From an optimization exercise on the open Yosys and OpenROAD flow, aimed at small area and a short achievable clock period; shortcuts taken in it are not production practice. Function was checked by simulation only, so behaviour that the tests miss may differ from the original. Power figures rest on the tool's default switching activity, not on a simulated workload.

===== flow/design.v =====
module DilatedCausal1DConv (
    input clk,
    input reset,
    input wire [127:0] x,
    output wire [127:0] y,
    input h_write,
    input [7:0] h_index_channel,
    input [7:0] h_index_filter,
    input [7:0] h_value
);
    reg [39:0] xd [0:15];      
    reg [23:0] h [0:15];       
    reg [24:0] rv [0:15];   
    wire [24:0] rn [0:15];
    integer i;
    always @(posedge clk or posedge reset) begin
        if (reset) begin
            for (i = 0; i < 16; i = i + 1) xd[i] <= 40'd0;
        end else begin
            for (i = 0; i < 16; i = i + 1) xd[i] <= {xd[i][31:0], x[8*i +: 8]};
        end
    end
    wire wr_ok = h_write && (h_index_channel[7:4] == 4'd0);
    always @(posedge clk or posedge reset) begin
        if (reset) begin
            for (i = 0; i < 16; i = i + 1) h[i] <= {8'd3, 8'd2, 8'd1};
        end else begin
            for (i = 0; i < 16; i = i + 1) begin
                if (wr_ok && h_index_channel[3:0] == i && h_index_filter == 8'd0) h[i][7:0]   <= h_value;
                if (wr_ok && h_index_channel[3:0] == i && h_index_filter == 8'd1) h[i][15:8]  <= h_value;
                if (wr_ok && h_index_channel[3:0] == i && h_index_filter == 8'd2) h[i][23:16] <= h_value;
            end
        end
    end
    always @(posedge clk or posedge reset) begin
        if (reset) begin
            for (i = 0; i < 16; i = i + 1) rv[i] <= 25'b0010101010101010100000011;
        end else begin
            for (i = 0; i < 16; i = i + 1) rv[i] <= rn[i];
        end
    end
    genvar c;
    generate
        for (c = 0; c < 16; c = c + 1) begin : ch
            dc_mac u_mac (
                .a0(xd[c][7:0]), .a1(xd[c][23:16]), .a2(xd[c][39:32]),
                .b0(h[c][7:0]), .b1(h[c][15:8]), .b2(h[c][23:16]),
                .r(rn[c])
            );
            dc_out u_out (.r(rv[c]), .y(y[8*c +: 8]));
        end
    endgenerate
endmodule
module dc_mac (
    input  [7:0] a0, a1, a2,
    input  [7:0] b0, b1, b2,
    output [24:0] r
);
    wire p1 = ~(a0[0] & b0[0]);
    wire p2 = ~(a0[0] & b0[1]);
    wire p3 = ~(a0[0] & b0[2]);
    wire p4 = ~(a0[0] & b0[3]);
    wire p5 = ~(a0[0] & b0[4]);
    wire p6 = ~(a0[0] & b0[5]);
    wire p7 = ~(a0[0] & b0[6]);
    wire p8 = a0[0] & b0[7];
    wire p9 = ~(a0[1] & b0[0]);
    wire p10 = ~(a0[1] & b0[1]);
    wire p11 = ~(a0[1] & b0[2]);
    wire p12 = ~(a0[1] & b0[3]);
    wire p13 = ~(a0[1] & b0[4]);
    wire p14 = ~(a0[1] & b0[5]);
    wire p15 = ~(a0[1] & b0[6]);
    wire p16 = a0[1] & b0[7];
    wire p17 = ~(a0[2] & b0[0]);
    wire p18 = ~(a0[2] & b0[1]);
    wire p19 = ~(a0[2] & b0[2]);
    wire p20 = ~(a0[2] & b0[3]);
    wire p21 = ~(a0[2] & b0[4]);
    wire p22 = ~(a0[2] & b0[5]);
    wire p23 = ~(a0[2] & b0[6]);
    wire p24 = a0[2] & b0[7];
    wire p25 = ~(a0[3] & b0[0]);
    wire p26 = ~(a0[3] & b0[1]);
    wire p27 = ~(a0[3] & b0[2]);
    wire p28 = ~(a0[3] & b0[3]);
    wire p29 = ~(a0[3] & b0[4]);
    wire p30 = ~(a0[3] & b0[5]);
    wire p31 = ~(a0[3] & b0[6]);
    wire p32 = a0[3] & b0[7];
    wire p33 = ~(a0[4] & b0[0]);
    wire p34 = ~(a0[4] & b0[1]);
    wire p35 = ~(a0[4] & b0[2]);
    wire p36 = ~(a0[4] & b0[3]);
    wire p37 = ~(a0[4] & b0[4]);
    wire p38 = ~(a0[4] & b0[5]);
    wire p39 = ~(a0[4] & b0[6]);
    wire p40 = a0[4] & b0[7];
    wire p41 = ~(a0[5] & b0[0]);
    wire p42 = ~(a0[5] & b0[1]);
    wire p43 = ~(a0[5] & b0[2]);
    wire p44 = ~(a0[5] & b0[3]);
    wire p45 = ~(a0[5] & b0[4]);
    wire p46 = ~(a0[5] & b0[5]);
    wire p47 = ~(a0[5] & b0[6]);
    wire p48 = a0[5] & b0[7];
    wire p49 = ~(a0[6] & b0[0]);
    wire p50 = ~(a0[6] & b0[1]);
    wire p51 = ~(a0[6] & b0[2]);
    wire p52 = ~(a0[6] & b0[3]);
    wire p53 = ~(a0[6] & b0[4]);
    wire p54 = ~(a0[6] & b0[5]);
    wire p55 = ~(a0[6] & b0[6]);
    wire p56 = a0[6] & b0[7];
    wire p57 = a0[7] & b0[0];
    wire p58 = a0[7] & b0[1];
    wire p59 = a0[7] & b0[2];
    wire p60 = a0[7] & b0[3];
    wire p61 = a0[7] & b0[4];
    wire p62 = a0[7] & b0[5];
    wire p63 = a0[7] & b0[6];
    wire p64 = ~(a0[7] & b0[7]);
    wire p65 = ~(a1[0] & b1[0]);
    wire p66 = ~(a1[0] & b1[1]);
    wire p67 = ~(a1[0] & b1[2]);
    wire p68 = ~(a1[0] & b1[3]);
    wire p69 = ~(a1[0] & b1[4]);
    wire p70 = ~(a1[0] & b1[5]);
    wire p71 = ~(a1[0] & b1[6]);
    wire p72 = a1[0] & b1[7];
    wire p73 = ~(a1[1] & b1[0]);
    wire p74 = ~(a1[1] & b1[1]);
    wire p75 = ~(a1[1] & b1[2]);
    wire p76 = ~(a1[1] & b1[3]);
    wire p77 = ~(a1[1] & b1[4]);
    wire p78 = ~(a1[1] & b1[5]);
    wire p79 = ~(a1[1] & b1[6]);
    wire p80 = a1[1] & b1[7];
    wire p81 = ~(a1[2] & b1[0]);
    wire p82 = ~(a1[2] & b1[1]);
    wire p83 = ~(a1[2] & b1[2]);
    wire p84 = ~(a1[2] & b1[3]);
    wire p85 = ~(a1[2] & b1[4]);
    wire p86 = ~(a1[2] & b1[5]);
    wire p87 = ~(a1[2] & b1[6]);
    wire p88 = a1[2] & b1[7];
    wire p89 = ~(a1[3] & b1[0]);
    wire p90 = ~(a1[3] & b1[1]);
    wire p91 = ~(a1[3] & b1[2]);
    wire p92 = ~(a1[3] & b1[3]);
    wire p93 = ~(a1[3] & b1[4]);
    wire p94 = ~(a1[3] & b1[5]);
    wire p95 = ~(a1[3] & b1[6]);
    wire p96 = a1[3] & b1[7];
    wire p97 = ~(a1[4] & b1[0]);
    wire p98 = ~(a1[4] & b1[1]);
    wire p99 = ~(a1[4] & b1[2]);
    wire p100 = ~(a1[4] & b1[3]);
    wire p101 = ~(a1[4] & b1[4]);
    wire p102 = ~(a1[4] & b1[5]);
    wire p103 = ~(a1[4] & b1[6]);
    wire p104 = a1[4] & b1[7];
    wire p105 = ~(a1[5] & b1[0]);
    wire p106 = ~(a1[5] & b1[1]);
    wire p107 = ~(a1[5] & b1[2]);
    wire p108 = ~(a1[5] & b1[3]);
    wire p109 = ~(a1[5] & b1[4]);
    wire p110 = ~(a1[5] & b1[5]);
    wire p111 = ~(a1[5] & b1[6]);
    wire p112 = a1[5] & b1[7];
    wire p113 = ~(a1[6] & b1[0]);
    wire p114 = ~(a1[6] & b1[1]);
    wire p115 = ~(a1[6] & b1[2]);
    wire p116 = ~(a1[6] & b1[3]);
    wire p117 = ~(a1[6] & b1[4]);
    wire p118 = ~(a1[6] & b1[5]);
    wire p119 = ~(a1[6] & b1[6]);
    wire p120 = a1[6] & b1[7];
    wire p121 = a1[7] & b1[0];
    wire p122 = a1[7] & b1[1];
    wire p123 = a1[7] & b1[2];
    wire p124 = a1[7] & b1[3];
    wire p125 = a1[7] & b1[4];
    wire p126 = a1[7] & b1[5];
    wire p127 = a1[7] & b1[6];
    wire p128 = ~(a1[7] & b1[7]);
    wire p129 = ~(a2[0] & b2[0]);
    wire p130 = ~(a2[0] & b2[1]);
    wire p131 = ~(a2[0] & b2[2]);
    wire p132 = ~(a2[0] & b2[3]);
    wire p133 = ~(a2[0] & b2[4]);
    wire p134 = ~(a2[0] & b2[5]);
    wire p135 = ~(a2[0] & b2[6]);
    wire p136 = a2[0] & b2[7];
    wire p137 = ~(a2[1] & b2[0]);
    wire p138 = ~(a2[1] & b2[1]);
    wire p139 = ~(a2[1] & b2[2]);
    wire p140 = ~(a2[1] & b2[3]);
    wire p141 = ~(a2[1] & b2[4]);
    wire p142 = ~(a2[1] & b2[5]);
    wire p143 = ~(a2[1] & b2[6]);
    wire p144 = a2[1] & b2[7];
    wire p145 = ~(a2[2] & b2[0]);
    wire p146 = ~(a2[2] & b2[1]);
    wire p147 = ~(a2[2] & b2[2]);
    wire p148 = ~(a2[2] & b2[3]);
    wire p149 = ~(a2[2] & b2[4]);
    wire p150 = ~(a2[2] & b2[5]);
    wire p151 = ~(a2[2] & b2[6]);
    wire p152 = a2[2] & b2[7];
    wire p153 = ~(a2[3] & b2[0]);
    wire p154 = ~(a2[3] & b2[1]);
    wire p155 = ~(a2[3] & b2[2]);
    wire p156 = ~(a2[3] & b2[3]);
    wire p157 = ~(a2[3] & b2[4]);
    wire p158 = ~(a2[3] & b2[5]);
    wire p159 = ~(a2[3] & b2[6]);
    wire p160 = a2[3] & b2[7];
    wire p161 = ~(a2[4] & b2[0]);
    wire p162 = ~(a2[4] & b2[1]);
    wire p163 = ~(a2[4] & b2[2]);
    wire p164 = ~(a2[4] & b2[3]);
    wire p165 = ~(a2[4] & b2[4]);
    wire p166 = ~(a2[4] & b2[5]);
    wire p167 = ~(a2[4] & b2[6]);
    wire p168 = a2[4] & b2[7];
    wire p169 = ~(a2[5] & b2[0]);
    wire p170 = ~(a2[5] & b2[1]);
    wire p171 = ~(a2[5] & b2[2]);
    wire p172 = ~(a2[5] & b2[3]);
    wire p173 = ~(a2[5] & b2[4]);
    wire p174 = ~(a2[5] & b2[5]);
    wire p175 = ~(a2[5] & b2[6]);
    wire p176 = a2[5] & b2[7];
    wire p177 = ~(a2[6] & b2[0]);
    wire p178 = ~(a2[6] & b2[1]);
    wire p179 = ~(a2[6] & b2[2]);
    wire p180 = ~(a2[6] & b2[3]);
    wire p181 = ~(a2[6] & b2[4]);
    wire p182 = ~(a2[6] & b2[5]);
    wire p183 = ~(a2[6] & b2[6]);
    wire p184 = a2[6] & b2[7];
    wire p185 = a2[7] & b2[0];
    wire p186 = a2[7] & b2[1];
    wire p187 = a2[7] & b2[2];
    wire p188 = a2[7] & b2[3];
    wire p189 = a2[7] & b2[4];
    wire p190 = a2[7] & b2[5];
    wire p191 = a2[7] & b2[6];
    wire p192 = ~(a2[7] & b2[7]);
    wire s193, c194;
    dc_fa u194 (.a(p65), .b(p1), .c(p129), .s(s193), .co(c194));
    wire s195, c196;
    dc_fa u196 (.a(p2), .b(p73), .c(p9), .s(s195), .co(c196));
    wire s197, c198;
    dc_fa u198 (.a(p66), .b(p130), .c(p137), .s(s197), .co(c198));
    wire s199, c200;
    dc_fa u200 (.a(c194), .b(s195), .c(s197), .s(s199), .co(c200));
    wire s201, c202;
    dc_fa u202 (.a(p3), .b(p10), .c(p67), .s(s201), .co(c202));
    wire s203, c204;
    dc_fa u204 (.a(p81), .b(p131), .c(p17), .s(s203), .co(c204));
    wire s205, c206;
    dc_fa u206 (.a(p74), .b(p138), .c(p145), .s(s205), .co(c206));
    wire s207, c208;
    dc_fa u208 (.a(s201), .b(c196), .c(c198), .s(s207), .co(c208));
    wire s209, c210;
    dc_fa u210 (.a(s203), .b(s205), .c(s207), .s(s209), .co(c210));
    wire s211, c212;
    dc_fa u212 (.a(p4), .b(p11), .c(p18), .s(s211), .co(c212));
    wire s213, c214;
    dc_fa u214 (.a(p68), .b(p75), .c(p89), .s(s213), .co(c214));
    wire s215, c216;
    dc_fa u216 (.a(p132), .b(p139), .c(p25), .s(s215), .co(c216));
    wire s217, c218;
    dc_fa u218 (.a(p82), .b(p146), .c(p153), .s(s217), .co(c218));
    wire s219, c220;
    dc_fa u220 (.a(c202), .b(s211), .c(s213), .s(s219), .co(c220));
    wire s221, c222;
    dc_fa u222 (.a(c204), .b(c206), .c(s215), .s(s221), .co(c222));
    wire s223, c224;
    dc_fa u224 (.a(s217), .b(s219), .c(c208), .s(s223), .co(c224));
    wire s225, c226;
    dc_fa u226 (.a(s221), .b(c210), .c(s223), .s(s225), .co(c226));
    wire s227, c228;
    dc_fa u228 (.a(p5), .b(p12), .c(p19), .s(s227), .co(c228));
    wire s229, c230;
    dc_fa u230 (.a(p26), .b(p69), .c(p76), .s(s229), .co(c230));
    wire s231, c232;
    dc_fa u232 (.a(p83), .b(p97), .c(p133), .s(s231), .co(c232));
    wire s233, c234;
    dc_fa u234 (.a(p140), .b(p147), .c(p33), .s(s233), .co(c234));
    wire s235, c236;
    dc_fa u236 (.a(p90), .b(p154), .c(p161), .s(s235), .co(c236));
    wire s237, c238;
    dc_fa u238 (.a(c212), .b(c214), .c(s227), .s(s237), .co(c238));
    wire s239, c240;
    dc_fa u240 (.a(s229), .b(s231), .c(c216), .s(s239), .co(c240));
    wire s241, c242;
    dc_fa u242 (.a(c218), .b(s233), .c(s235), .s(s241), .co(c242));
    wire s243, c244;
    dc_fa u244 (.a(c220), .b(s237), .c(s239), .s(s243), .co(c244));
    wire s245, c246;
    dc_fa u246 (.a(c222), .b(s241), .c(c224), .s(s245), .co(c246));
    wire s247, c248;
    dc_fa u248 (.a(s243), .b(c226), .c(s245), .s(s247), .co(c248));
    wire s249, c250;
    dc_fa u250 (.a(p6), .b(p13), .c(p20), .s(s249), .co(c250));
    wire s251, c252;
    dc_fa u252 (.a(p27), .b(p34), .c(p70), .s(s251), .co(c252));
    wire s253, c254;
    dc_fa u254 (.a(p77), .b(p84), .c(p91), .s(s253), .co(c254));
    wire s255, c256;
    dc_fa u256 (.a(p105), .b(p134), .c(p141), .s(s255), .co(c256));
    wire s257, c258;
    dc_fa u258 (.a(p148), .b(p155), .c(p41), .s(s257), .co(c258));
    wire s259, c260;
    dc_fa u260 (.a(p98), .b(p162), .c(p169), .s(s259), .co(c260));
    wire s261, c262;
    dc_fa u262 (.a(c228), .b(c230), .c(c232), .s(s261), .co(c262));
    wire s263, c264;
    dc_fa u264 (.a(s249), .b(s251), .c(s253), .s(s263), .co(c264));
    wire s265, c266;
    dc_fa u266 (.a(s255), .b(c234), .c(c236), .s(s265), .co(c266));
    wire s267, c268;
    dc_fa u268 (.a(s257), .b(s259), .c(c238), .s(s267), .co(c268));
    wire s269, c270;
    dc_fa u270 (.a(s261), .b(s263), .c(c240), .s(s269), .co(c270));
    wire s271, c272;
    dc_fa u272 (.a(s265), .b(c242), .c(s267), .s(s271), .co(c272));
    wire s273, c274;
    dc_fa u274 (.a(c244), .b(s269), .c(c246), .s(s273), .co(c274));
    wire s275, c276;
    dc_fa u276 (.a(s271), .b(s273), .c(c248), .s(s275), .co(c276));
    wire s277, c278;
    dc_fa u278 (.a(p7), .b(p14), .c(p21), .s(s277), .co(c278));
    wire s279, c280;
    dc_fa u280 (.a(p28), .b(p35), .c(p42), .s(s279), .co(c280));
    wire s281, c282;
    dc_fa u282 (.a(p71), .b(p78), .c(p85), .s(s281), .co(c282));
    wire s283, c284;
    dc_fa u284 (.a(p92), .b(p99), .c(p113), .s(s283), .co(c284));
    wire s285, c286;
    dc_fa u286 (.a(p135), .b(p142), .c(p149), .s(s285), .co(c286));
    wire s287, c288;
    dc_fa u288 (.a(p156), .b(p163), .c(p49), .s(s287), .co(c288));
    wire s289, c290;
    dc_fa u290 (.a(p106), .b(p170), .c(p177), .s(s289), .co(c290));
    wire s291, c292;
    dc_fa u292 (.a(c250), .b(c252), .c(c254), .s(s291), .co(c292));
    wire s293, c294;
    dc_fa u294 (.a(c256), .b(s277), .c(s279), .s(s293), .co(c294));
    wire s295, c296;
    dc_fa u296 (.a(s281), .b(s283), .c(s285), .s(s295), .co(c296));
    wire s297, c298;
    dc_fa u298 (.a(c258), .b(c260), .c(s287), .s(s297), .co(c298));
    wire s299, c300;
    dc_fa u300 (.a(s289), .b(c262), .c(c264), .s(s299), .co(c300));
    wire s301, c302;
    dc_fa u302 (.a(s291), .b(s293), .c(s295), .s(s301), .co(c302));
    wire s303, c304;
    dc_fa u304 (.a(c266), .b(s297), .c(c268), .s(s303), .co(c304));
    wire s305, c306;
    dc_fa u306 (.a(s299), .b(c270), .c(s301), .s(s305), .co(c306));
    wire s307, c308;
    dc_fa u308 (.a(c272), .b(s303), .c(s305), .s(s307), .co(c308));
    wire s309, c310;
    dc_fa u310 (.a(c274), .b(s307), .c(c276), .s(s309), .co(c310));
    wire s311, c312;
    dc_fa u312 (.a(p8), .b(p15), .c(p22), .s(s311), .co(c312));
    wire s313, c314;
    dc_fa u314 (.a(p29), .b(p36), .c(p43), .s(s313), .co(c314));
    wire s315, c316;
    dc_fa u316 (.a(p50), .b(p72), .c(p79), .s(s315), .co(c316));
    wire s317, c318;
    dc_fa u318 (.a(p86), .b(p93), .c(p100), .s(s317), .co(c318));
    wire s319, c320;
    dc_fa u320 (.a(p107), .b(p121), .c(p136), .s(s319), .co(c320));
    wire s321, c322;
    dc_fa u322 (.a(p143), .b(p150), .c(p157), .s(s321), .co(c322));
    wire s323, c324;
    dc_fa u324 (.a(p164), .b(p171), .c(p57), .s(s323), .co(c324));
    wire s325, c326;
    dc_fa u326 (.a(p114), .b(p178), .c(p185), .s(s325), .co(c326));
    wire s327, c328;
    dc_fa u328 (.a(c278), .b(c280), .c(c282), .s(s327), .co(c328));
    wire s329, c330;
    dc_fa u330 (.a(c284), .b(c286), .c(s311), .s(s329), .co(c330));
    wire s331, c332;
    dc_fa u332 (.a(s313), .b(s315), .c(s317), .s(s331), .co(c332));
    wire s333, c334;
    dc_fa u334 (.a(s319), .b(s321), .c(c288), .s(s333), .co(c334));
    wire s335, c336;
    dc_fa u336 (.a(c290), .b(s323), .c(s325), .s(s335), .co(c336));
    wire s337, c338;
    dc_fa u338 (.a(c292), .b(c294), .c(c296), .s(s337), .co(c338));
    wire s339, c340;
    dc_fa u340 (.a(s327), .b(s329), .c(s331), .s(s339), .co(c340));
    wire s341, c342;
    dc_fa u342 (.a(s333), .b(c298), .c(s335), .s(s341), .co(c342));
    wire s343, c344;
    dc_fa u344 (.a(c300), .b(c302), .c(s337), .s(s343), .co(c344));
    wire s345, c346;
    dc_fa u346 (.a(s339), .b(s341), .c(c304), .s(s345), .co(c346));
    wire s347, c348;
    dc_fa u348 (.a(c306), .b(s343), .c(s345), .s(s347), .co(c348));
    wire s349, c350;
    dc_fa u350 (.a(c308), .b(s347), .c(1'b1), .s(s349), .co(c350));
    wire s351, c352;
    dc_ha u352 (.a(p16), .b(p23), .s(s351), .co(c352));
    wire s353, c354;
    dc_fa u354 (.a(p30), .b(p37), .c(p44), .s(s353), .co(c354));
    wire s355, c356;
    dc_fa u356 (.a(p51), .b(p58), .c(p80), .s(s355), .co(c356));
    wire s357, c358;
    dc_fa u358 (.a(p87), .b(p94), .c(p101), .s(s357), .co(c358));
    wire s359, c360;
    dc_fa u360 (.a(p108), .b(p115), .c(p144), .s(s359), .co(c360));
    wire s361, c362;
    dc_fa u362 (.a(p151), .b(p158), .c(p165), .s(s361), .co(c362));
    wire s363, c364;
    dc_fa u364 (.a(p172), .b(p179), .c(p122), .s(s363), .co(c364));
    wire s365, c366;
    dc_fa u366 (.a(p186), .b(c312), .c(c314), .s(s365), .co(c366));
    wire s367, c368;
    dc_fa u368 (.a(c316), .b(c318), .c(c320), .s(s367), .co(c368));
    wire s369, c370;
    dc_fa u370 (.a(c322), .b(s351), .c(s353), .s(s369), .co(c370));
    wire s371, c372;
    dc_fa u372 (.a(s355), .b(s357), .c(s359), .s(s371), .co(c372));
    wire s373, c374;
    dc_fa u374 (.a(s361), .b(c324), .c(c326), .s(s373), .co(c374));
    wire s375, c376;
    dc_fa u376 (.a(s363), .b(c328), .c(c330), .s(s375), .co(c376));
    wire s377, c378;
    dc_fa u378 (.a(c332), .b(s365), .c(s367), .s(s377), .co(c378));
    wire s379, c380;
    dc_fa u380 (.a(s369), .b(s371), .c(c334), .s(s379), .co(c380));
    wire s381, c382;
    dc_fa u382 (.a(s373), .b(c336), .c(c338), .s(s381), .co(c382));
    wire s383, c384;
    dc_fa u384 (.a(c340), .b(s375), .c(s377), .s(s383), .co(c384));
    wire s385, c386;
    dc_fa u386 (.a(s379), .b(c342), .c(c344), .s(s385), .co(c386));
    wire s387, c388;
    dc_fa u388 (.a(s381), .b(s383), .c(c346), .s(s387), .co(c388));
    wire s389, c390;
    dc_fa u390 (.a(s385), .b(c348), .c(s387), .s(s389), .co(c390));
    wire s391, c392;
    dc_ha u392 (.a(p24), .b(p31), .s(s391), .co(c392));
    wire s393, c394;
    dc_fa u394 (.a(p38), .b(p45), .c(p52), .s(s393), .co(c394));
    wire s395, c396;
    dc_fa u396 (.a(p59), .b(p88), .c(p95), .s(s395), .co(c396));
    wire s397, c398;
    dc_fa u398 (.a(p102), .b(p109), .c(p116), .s(s397), .co(c398));
    wire s399, c400;
    dc_fa u400 (.a(p123), .b(p152), .c(p159), .s(s399), .co(c400));
    wire s401, c402;
    dc_fa u402 (.a(p166), .b(p173), .c(p180), .s(s401), .co(c402));
    wire s403, c404;
    dc_fa u404 (.a(p187), .b(c352), .c(c354), .s(s403), .co(c404));
    wire s405, c406;
    dc_fa u406 (.a(c356), .b(c358), .c(c360), .s(s405), .co(c406));
    wire s407, c408;
    dc_fa u408 (.a(c362), .b(s391), .c(s393), .s(s407), .co(c408));
    wire s409, c410;
    dc_fa u410 (.a(s395), .b(s397), .c(s399), .s(s409), .co(c410));
    wire s411, c412;
    dc_fa u412 (.a(s401), .b(c364), .c(c366), .s(s411), .co(c412));
    wire s413, c414;
    dc_fa u414 (.a(c368), .b(c370), .c(c372), .s(s413), .co(c414));
    wire s415, c416;
    dc_fa u416 (.a(s403), .b(s405), .c(s407), .s(s415), .co(c416));
    wire s417, c418;
    dc_fa u418 (.a(s409), .b(c374), .c(c376), .s(s417), .co(c418));
    wire s419, c420;
    dc_fa u420 (.a(c378), .b(s411), .c(s413), .s(s419), .co(c420));
    wire s421, c422;
    dc_fa u422 (.a(c380), .b(s415), .c(c382), .s(s421), .co(c422));
    wire s423, c424;
    dc_fa u424 (.a(c384), .b(s417), .c(s419), .s(s423), .co(c424));
    wire s425, c426;
    dc_fa u426 (.a(c386), .b(s421), .c(s423), .s(s425), .co(c426));
    wire s427, c428;
    dc_fa u428 (.a(c388), .b(s425), .c(1'b1), .s(s427), .co(c428));
    wire s429, c430;
    dc_fa u430 (.a(p32), .b(p39), .c(p46), .s(s429), .co(c430));
    wire s431, c432;
    dc_fa u432 (.a(p53), .b(p60), .c(p96), .s(s431), .co(c432));
    wire s433, c434;
    dc_fa u434 (.a(p103), .b(p110), .c(p117), .s(s433), .co(c434));
    wire s435, c436;
    dc_fa u436 (.a(p124), .b(p160), .c(p167), .s(s435), .co(c436));
    wire s437, c438;
    dc_fa u438 (.a(p174), .b(p181), .c(p188), .s(s437), .co(c438));
    wire s439, c440;
    dc_fa u440 (.a(c392), .b(c394), .c(c396), .s(s439), .co(c440));
    wire s441, c442;
    dc_fa u442 (.a(c398), .b(c400), .c(c402), .s(s441), .co(c442));
    wire s443, c444;
    dc_fa u444 (.a(s429), .b(s431), .c(s433), .s(s443), .co(c444));
    wire s445, c446;
    dc_fa u446 (.a(s435), .b(s437), .c(c404), .s(s445), .co(c446));
    wire s447, c448;
    dc_fa u448 (.a(c406), .b(c408), .c(c410), .s(s447), .co(c448));
    wire s449, c450;
    dc_fa u450 (.a(s439), .b(s441), .c(s443), .s(s449), .co(c450));
    wire s451, c452;
    dc_fa u452 (.a(c412), .b(c414), .c(s445), .s(s451), .co(c452));
    wire s453, c454;
    dc_fa u454 (.a(c416), .b(s447), .c(s449), .s(s453), .co(c454));
    wire s455, c456;
    dc_fa u456 (.a(c418), .b(c420), .c(s451), .s(s455), .co(c456));
    wire s457, c458;
    dc_fa u458 (.a(s453), .b(c422), .c(c424), .s(s457), .co(c458));
    wire s459, c460;
    dc_fa u460 (.a(s455), .b(c426), .c(s457), .s(s459), .co(c460));
    wire s461, c462;
    dc_fa u462 (.a(p40), .b(p47), .c(p54), .s(s461), .co(c462));
    wire s463, c464;
    dc_fa u464 (.a(p61), .b(p104), .c(p111), .s(s463), .co(c464));
    wire s465, c466;
    dc_fa u466 (.a(p118), .b(p125), .c(p168), .s(s465), .co(c466));
    wire s467, c468;
    dc_fa u468 (.a(p175), .b(p182), .c(p189), .s(s467), .co(c468));
    wire s469, c470;
    dc_fa u470 (.a(c430), .b(c432), .c(c434), .s(s469), .co(c470));
    wire s471, c472;
    dc_fa u472 (.a(c436), .b(c438), .c(s461), .s(s471), .co(c472));
    wire s473, c474;
    dc_fa u474 (.a(s463), .b(s465), .c(s467), .s(s473), .co(c474));
    wire s475, c476;
    dc_fa u476 (.a(c440), .b(c442), .c(c444), .s(s475), .co(c476));
    wire s477, c478;
    dc_fa u478 (.a(s469), .b(s471), .c(s473), .s(s477), .co(c478));
    wire s479, c480;
    dc_fa u480 (.a(c446), .b(c448), .c(c450), .s(s479), .co(c480));
    wire s481, c482;
    dc_fa u482 (.a(s475), .b(s477), .c(c452), .s(s481), .co(c482));
    wire s483, c484;
    dc_fa u484 (.a(c454), .b(s479), .c(c456), .s(s483), .co(c484));
    wire s485, c486;
    dc_fa u486 (.a(s481), .b(c458), .c(s483), .s(s485), .co(c486));
    wire s487, c488;
    dc_fa u488 (.a(p48), .b(p55), .c(p62), .s(s487), .co(c488));
    wire s489, c490;
    dc_fa u490 (.a(p112), .b(p119), .c(p126), .s(s489), .co(c490));
    wire s491, c492;
    dc_fa u492 (.a(p176), .b(p183), .c(p190), .s(s491), .co(c492));
    wire s493, c494;
    dc_fa u494 (.a(c462), .b(c464), .c(c466), .s(s493), .co(c494));
    wire s495, c496;
    dc_fa u496 (.a(c468), .b(s487), .c(s489), .s(s495), .co(c496));
    wire s497, c498;
    dc_fa u498 (.a(s491), .b(c470), .c(c472), .s(s497), .co(c498));
    wire s499, c500;
    dc_fa u500 (.a(c474), .b(s493), .c(s495), .s(s499), .co(c500));
    wire s501, c502;
    dc_fa u502 (.a(c476), .b(c478), .c(s497), .s(s501), .co(c502));
    wire s503, c504;
    dc_fa u504 (.a(s499), .b(c480), .c(s501), .s(s503), .co(c504));
    wire s505, c506;
    dc_fa u506 (.a(c482), .b(s503), .c(c484), .s(s505), .co(c506));
    wire s507, c508;
    dc_fa u508 (.a(p56), .b(p63), .c(p120), .s(s507), .co(c508));
    wire s509, c510;
    dc_fa u510 (.a(p127), .b(p184), .c(p191), .s(s509), .co(c510));
    wire s511, c512;
    dc_fa u512 (.a(c488), .b(c490), .c(c492), .s(s511), .co(c512));
    wire s513, c514;
    dc_fa u514 (.a(s507), .b(s509), .c(c494), .s(s513), .co(c514));
    wire s515, c516;
    dc_fa u516 (.a(c496), .b(s511), .c(c498), .s(s515), .co(c516));
    wire s517, c518;
    dc_fa u518 (.a(s513), .b(c500), .c(c502), .s(s517), .co(c518));
    wire s519, c520;
    dc_fa u520 (.a(s515), .b(c504), .c(s517), .s(s519), .co(c520));
    wire s521, c522;
    dc_fa u522 (.a(p64), .b(p128), .c(p192), .s(s521), .co(c522));
    wire s523, c524;
    dc_fa u524 (.a(c508), .b(c510), .c(s521), .s(s523), .co(c524));
    wire s525, c526;
    dc_fa u526 (.a(c512), .b(s523), .c(c514), .s(s525), .co(c526));
    wire s527, c528;
    dc_fa u528 (.a(c516), .b(s525), .c(c518), .s(s527), .co(c528));
    wire s529 = ~c522;
    wire s530 = ~(s529 ^ c524);
    wire s531 = ~(s530 ^ c526);
    wire s532 = ~(s531 ^ c528);
    assign r = {s532, s527, c520, s519, c506, s505, c486, s485, c460, s459, c428, s427, c390, s389, c350, s349, c310, s309, s275, s247, s225, s209, c200, s199, s193};
endmodule
module dc_out (
    input  [24:0] r,
    output [7:0] y
);
    wire [15:0] ra = {~r[24], ~r[22], ~r[20], ~r[18], ~r[16], ~r[14], ~r[12], ~r[10], ~r[8], ~r[7], ~r[6], ~r[5], ~r[4], ~r[2], ~r[1], ~r[0]};
    wire [15:0] rb = {1'b0, ~r[23], ~r[21], ~r[19], ~r[17], ~r[15], ~r[13], ~r[11], ~r[9], 1'b0, 1'b0, 1'b0, 1'b0, ~r[3], 1'b0, 1'b0};
    wire [15:0] g = ra & rb;
    wire [15:0] p = ra ^ rb;
    wire [15:0] t = ra | rb;
    wire [7:0] cy;
    assign cy[0] = 1'b0;
    assign cy[1] = (g[0]);
    assign cy[2] = (g[1]) | (g[0] & p[1]);
    assign cy[3] = (g[2]) | (g[1] & p[2]) | (g[0] & p[1] & p[2]);
    assign cy[4] = (g[3]) | (g[2] & p[3]) | (g[1] & p[2] & p[3]) | (g[0] & p[1] & p[2] & p[3]);
    assign cy[5] = (g[4]) | (g[3] & p[4]) | (g[2] & p[3] & p[4]) | (g[1] & p[2] & p[3] & p[4]) | (g[0] & p[1] & p[2] & p[3] & p[4]);
    assign cy[6] = (g[5]) | (g[4] & p[5]) | (g[3] & p[4] & p[5]) | (g[2] & p[3] & p[4] & p[5]) | (g[1] & p[2] & p[3] & p[4] & p[5]) | (g[0] & p[1] & p[2] & p[3] & p[4] & p[5]);
    assign cy[7] = (g[6]) | (g[5] & p[6]) | (g[4] & p[5] & p[6]) | (g[3] & p[4] & p[5] & p[6]) | (g[2] & p[3] & p[4] & p[5] & p[6]) | (g[1] & p[2] & p[3] & p[4] & p[5] & p[6]) | (g[0] & p[1] & p[2] & p[3] & p[4] & p[5] & p[6]);
    wire [7:0] s8 = p[7:0] ^ cy[7:0];
    wire gh = (g[14]) | (g[13] & p[14]) | (g[12] & p[13] & p[14]) | (g[11] & p[12] & p[13] & p[14]) | (g[10] & p[11] & p[12] & p[13] & p[14]) | (g[9] & p[10] & p[11] & p[12] & p[13] & p[14]) | (g[8] & p[9] & p[10] & p[11] & p[12] & p[13] & p[14]) | (g[7] & p[8] & p[9] & p[10] & p[11] & p[12] & p[13] & p[14]);
    wire ph = &p[14:7];
    wire sg = p[15] ^ (gh | (ph & cy[7]));
    wire e0 = (p[7] ~^ 1'b0) & (p[8] ~^ t[7]) & (p[9] ~^ t[8]) & (p[10] ~^ t[9]) & (p[11] ~^ t[10]) & (p[12] ~^ t[11]) & (p[13] ~^ t[12]) & (p[14] ~^ t[13]) & (p[15] ~^ t[14]);
    wire e1 = &p[15:7];
    wire e2 = (p[7] ~^ 1'b0) & (p[8] ^ t[7]) & (p[9] ^ g[8]) & (p[10] ^ g[9]) & (p[11] ^ g[10]) & (p[12] ^ g[11]) & (p[13] ^ g[12]) & (p[14] ^ g[13]) & (p[15] ^ g[14]);
    wire ir = cy[7] ? (e1 | e2) : (e0 | e1);
    assign y = ir ? s8 : {sg, {7{~sg}}};
endmodule
module dc_fa (input a, input b, input c, output s, output co);
    assign s = a ^ b ^ c;
    assign co = (a & b) | (a & c) | (b & c);
endmodule
module dc_ha (input a, input b, output s, output co);
    assign s = a ^ b;
    assign co = a & b;
endmodule

===== flow/run.sh =====
#!/bin/bash
# synth_recipe.tcl (not shown) runs the flow's synth.tcl, then flattens the netlist and writes it again
# the make line also repeats each setting of config.mk as NAME=value (left out here)
make -C /OpenROAD-flow-scripts/flow DESIGN_CONFIG=/design/flow/config.mk WORK_HOME=/design/flow/orfs CLKGATE_MAP_FILE= SYNTH_SCRIPT=/design/flow/synth_recipe.tcl finish

===== flow/config.mk =====
export PLATFORM = sky130hd
export DESIGN_NAME = DilatedCausal1DConv
export DESIGN_NICKNAME = DilatedCausal1DConv
export VERILOG_FILES = /design/flow/design.v
export SDC_FILE = /design/flow/constraint.sdc
export NUM_CORES = 4
export LEC_CHECK = 0
export CAP_MARGIN = 20
export CORE_MARGIN = 2
export CORE_UTILIZATION = 40
export SLEW_MARGIN = 20
export SYNTH_HIERARCHICAL = 1

===== flow/constraint.sdc =====
create_clock -name core_clock -period 7.0 [get_ports {clk}]
set_input_delay 1.4000 -clock core_clock [delete_from_list [all_inputs] [get_ports {clk}]]
set_output_delay 1.4000 -clock core_clock [all_outputs]
set_load 0.01 [all_outputs]

==> notes.md <==
placed cells by master, fill, tap and decap left out, types with 23 or more instances in the layout:
master / count
and2_1: 672
nand4_1: 51
conb_1: 32
clkbuf_16: 178
xnor2_1: 64
nand2_1: 2428
a21oi_1: 32
inv_1: 432
ha_1: 448
dfrtp_1: 1200
mux2i_1: 112
clkbuf_1: 33
buf_4: 40
clkinv_2: 23
mux2_2: 382
fa_1: 2672
dfstp_2: 224
xor2_1: 144
clkdlybuf4s50_1: 274
power by group through the flow:
stage               clock network (mW)  registers, mW  logic, mW
floorplan                            0           8.79      0.615
global placement                     0           9.05      0.977
detailed placement                   0           9.05      0.993
CTS                               9.96           8.91      0.999
global route                      10.3           8.94       1.08
finish                            9.64           8.92      0.968
cell type report:
class                      instances  share of cell area [%]
multi-input combinational       7321                    61.6
tap                             4140                    3.82
clock inverter                    95                   0.952
clock buffer                     232                    3.59
timing repair buffer             323                    2.37
sequential                      1424                    26.5
inverter                         433                    1.20
antenna                           16                  0.0295
logic make-up (layout without fill, tap and decap cells):
family,Yosys count,after routing,share of synthesized area (%)
and+or+nand+nor,3305,3305,12.2
adders and majority gates,3120,3120,47.0
DFF,1424,1424,28.5
buffers and inverters,1205,1083,5.15
muxes,512,512,4.52
xor gates and xnor gates,224,224,1.65
AOI/OAI and AO/OA,128,128,0.970
other,16,48,0.0477
per-module statistics from Yosys (local to each module, per instance):
module | copies in the design | flops+latches | cells | cell area [µm²]
DilatedCausal1DConv | 1 | 1424 | 1950 | 41300
dc_mac | 16 | 0 | 241 | 1140
dc_out | 16 | 0 | 90 | 791
dc_fa | 2656 | 0 | 1 | 20.0
dc_ha | 32 | 0 | 1 | 12.5
sequential cells by signal, summed over array words and instances (netlist names):
| signal | cells |
|---|---|
| xd | 640 |
| h | 384 |
| rv | 400 |
layer usage:
metal | part of all wire (%) | wire length [µm] | vias up
li1 | - | - | 29700
met1 | 40 | 132000 | 39800
met2 | 49 | 160000 | 2920
met3 | 6.7 | 22300 | 771
met4 | 4.8 | 15800 | 8
met5 | 0.021 | 68 | -
through the flow:
step	power, mW	hold WS [ps]	area, µm²	setup slack, ps
after floorplan	9.41	331	126000	-13930
final	19.5	333	136000	1500
after CTS	19.9	328	136000	1290
after global placement	10.0	331	129000	1790
after detailed placement	10.0	335	129000	2230
after global routing	20.3	335	136000	1180
worst min path at each step:
stage	start	to	slack [ps]	cells after the start
2_1_floorplan	xd[0][8]$_DFF_PP0_	xd[0][16]$_DFF_PP0_	330	0
4_1_cts	xd[9][29]$_DFF_PP0_	xd[9][37]$_DFF_PP0_	330	0
3_5_place_dp	xd[10][13]$_DFF_PP0_	xd[10][21]$_DFF_PP0_	330	0
3_3_place_gp	xd[2][13]$_DFF_PP0_	xd[2][21]$_DFF_PP0_	330	0
5_1_grt	xd[12][10]$_DFF_PP0_	xd[12][18]$_DFF_PP0_	340	0
6_report	xd[9][29]$_DFF_PP0_	xd[9][37]$_DFF_PP0_	330	0
synthesized netlist by cell type, types with 2 or more instances:
| cell type | instances | area [µm²] |
|---|---|---|
| xor2_1 | 144 | 1260 |
| and4_1 | 21 | 184 |
| dfstp_2 | 224 | 5890 |
| mux2_2 | 382 | 4300 |
| mux2_1 | 2 | 22.5 |
| nor2_4 | 7 | 78.8 |
| nand4_1 | 51 | 319 |
| and2_1 | 672 | 4200 |
| and2b_1 | 2 | 15.0 |
| a41oi_4 | 16 | 440 |
| nor2b_1 | 3 | 18.8 |
| nor3_1 | 2 | 10.0 |
| or4_4 | 16 | 180 |
| nor2_8 | 13 | 260 |
| mux2i_1 | 112 | 1120 |
| nand4b_1 | 16 | 140 |
| a21oi_1 | 32 | 160 |
| o21a_1 | 16 | 120 |
| dfrtp_1 | 1200 | 30000 |
| nor2_2 | 8 | 50.1 |
| nor2_1 | 7 | 26.3 |
| nand2b_1 | 21 | 131 |
| a31o_1 | 16 | 140 |
| buf_6 | 5 | 56.3 |
| ha_1 | 448 | 5610 |
| buf_4 | 402 | 3020 |
| conb_1 | 16 | 60.1 |
| o21ai_1 | 16 | 80.1 |
| inv_1 | 433 | 1630 |
| fa_1 | 2672 | 53500 |
| clkbuf_1 | 40 | 150 |
| o21ai_2 | 16 | 140 |
| buf_2 | 325 | 1630 |
| nand2_1 | 2428 | 9110 |
| a221oi_1 | 16 | 140 |
| xnor2_2 | 16 | 260 |
| nand3_2 | 15 | 150 |
| mux2_4 | 16 | 240 |
| xnor2_1 | 64 | 561 |
| nor4_4 | 17 | 362 |
==> metrics.md <==
| Metric | Value |
|---|---|
| Final Critical Period | `around 5500 ps` |
| Placed instance count | `13600` |
| Synth warn | `13` |
| Initial antenna violation count | `21` |
| Peak supply drop | `0.000164 V` |
| Final core utilization | `a little over two fifths` |
| Worst setup path category | `reg2out` |
| Mapped Cells | `9934` |
| DR vias | `between 70000 and 80000` |
| Fillers | `around 28000` |
| Row count | `205` |
| Crit path largest cell delay | `around 610 ps` |
| Maximum clock frequency | `~0.18 GHz` |
| H-Tree Depth | `4` |
| Maximum clock insertion buffer count | `4` |
| Post-CTS Repair Setup Buffers | `0` |
| Seq/Total Area, Yosys | `28.5%` |
| CTS Hold Bufs | `0` |
| Worst-Margin Slew | `1110 ps` |
| DP Wirelength | `256000 µm` |
| Flop2flop setup slack | `2530 ps` |
| Pwr dens | `144 mW/mm²` |
| Switching Share | `25.3%` |
| Core outline area | `0.312 mm²` |
| Fraction of layout cells with a size suffix above 1 | `11.2%` |
| CTS tree | `yes` |
| Setup_tns | `0 ps` |
| Die area | `0.319 mm²` |
| DRT Pass-1 Iters | `7` |
| Nets@finish | `13000` |
| Multi-input combinational cell area | `0.0835 mm²` |
| Most used cell, CP | `ha_1` |
| Crit end category | `output pin` |
| Synth Flop Type | `dfrtp_1` |
| Via/cell ratio | `around 5.2` |
| Status | `finished clean` |
| Most used routing layer | `met2` |
| Reg area | `0.0359 mm²` |
| GR Layer Usage met1 | `28.4%` |
| Worst flop-to-flop path startpoint | `xd[7][6]$_DFF_PP0_` |
| Starting density of the core | `approximately two fifths` |
| I/O Pins | `283` |
| Register share of total power | `a little under half` |
| Clock power share | `49.4%` |
| Initial DRC count | `slightly above 5000` |
| Synth cell types | `46` |
| Wire length per cell | `23.6 µm` |
| CTS Buf Count | `approximately 180` |
| Die Y-Extent | `565 µm` |
| Clock sinks | `between 1000 and 1500` |
| Critical-path top delay cell | `xnor2_2` |
| Unrepaired setup endpoints after global routing | `no` |
| Clock Skew | `28.5 ps` |
| Critical Path End | `y[111]` |
| Final Non-Filler Cells | `14000` |
| Post-CTS Resized | `0` |
| Hold Path Class | `reg2reg` |
| Crit-path cells | `inv_1 > ha_1 > ha_1 > ha_1 > ha_1 > ha_1 > a221oi_1 > o21ai_1 > xnor2_2 > mux2_4 > clkdlybuf4s50_1` |
| Worst EP required | `5600 ps` |
| GPL Wtd Cong | `0.925` |
| Met3 Use GR | `roughly 3.6%` |
| First-pass GRT wire length | `523000 µm` |
| Avg Cell Area, Syn | `between 10 and 15 µm²` |
| Slew margin rel. | `a little over a quarter` |
| M2 GR Usage | `between 30% and 40%` |
| Setup violators final | `0` |
| Clk slew on worst S/H paths | `approximately 60 ps` |
| Setup crit start | `rv[13][2]$_DFF_PP0_` |
| Crit path buf inv count | `2` |
| FFs w/ async S/R, synth | `between 90% and 100%` |
| Fin. Hold Viols | `0` |
| Vias in the first global route | `approximately 85000` |
| R2r worst-path depth | `8` |
| Sw power | `4.94 mW` |
| #FFs+latches synth | `between 1000 and 1500` |
| Top delay family on crit path | `adder cells` |
| Grt ovf | `0` |
| Port bufs | `~280` |
| Logic gate share of total power | `5.0%` |
| Cell depth of the worst setup path | `11` |
| Pint | `14.6 mW` |
| Critical Path Fanout Max | `8` |
| Root Buffer | `clkbuf_16` |
| DIE WIDTH | `565 µm` |
| Post-route ant nets | `0` |
| Worst r2r dst | `rv[7][13]$_DFF_PP0_` |
| Arr. time, crit path | `4100 ps` |
| Area grow syn2layout | `7.81%` |
| LEAKAGE | `46.9 nW` |
| Max cap viols | `0` |
| DRC violations left | `0` |
| Clock latency on the worst-skew pair | `850 ps` |
| Largest net degree at the start of global routing | `between 150 and 200` |
| Gr usage total | `21.6%` |
| CP startpoint kind | `register` |
| Post-synth EDFFs | `0` |
| Period utilization | `about four fifths` |
| Drt total wl | `around 330000 µm` |
| Synthesized cell area | `0.126 mm²` |
| Pins Over Slew Limit | `0` |

afterwards: timing with drivers on the ports:
No port has a modelled driver above. Below, the same layout with a new extraction and two added sets of constraints.
Step 1: set_driving_cell puts a clkbuf_16 on clk and a buf_2 on each other input, an assumption about the parent block.
Step 2 also shifts input and output timing later by t, the mid clock arrival at the registers, as if the neighbouring blocks saw the same clock.
Three values: ideal, step 1, step 2; two values: the first two.
t, ns: 0.931
setup WS [ns]: 1.498 / 1.404 / 2.218
clock arrival spread, ns: 0.037 / 0.038
worst register clock-pin slew, ns: 0.07 / 0.07
worst slew at a driven data input, ns: 0.27
After both steps this run still meets setup and hold. The setup slack of this run moves by -0.094 ns with the drivers and by +0.720 ns with both steps.
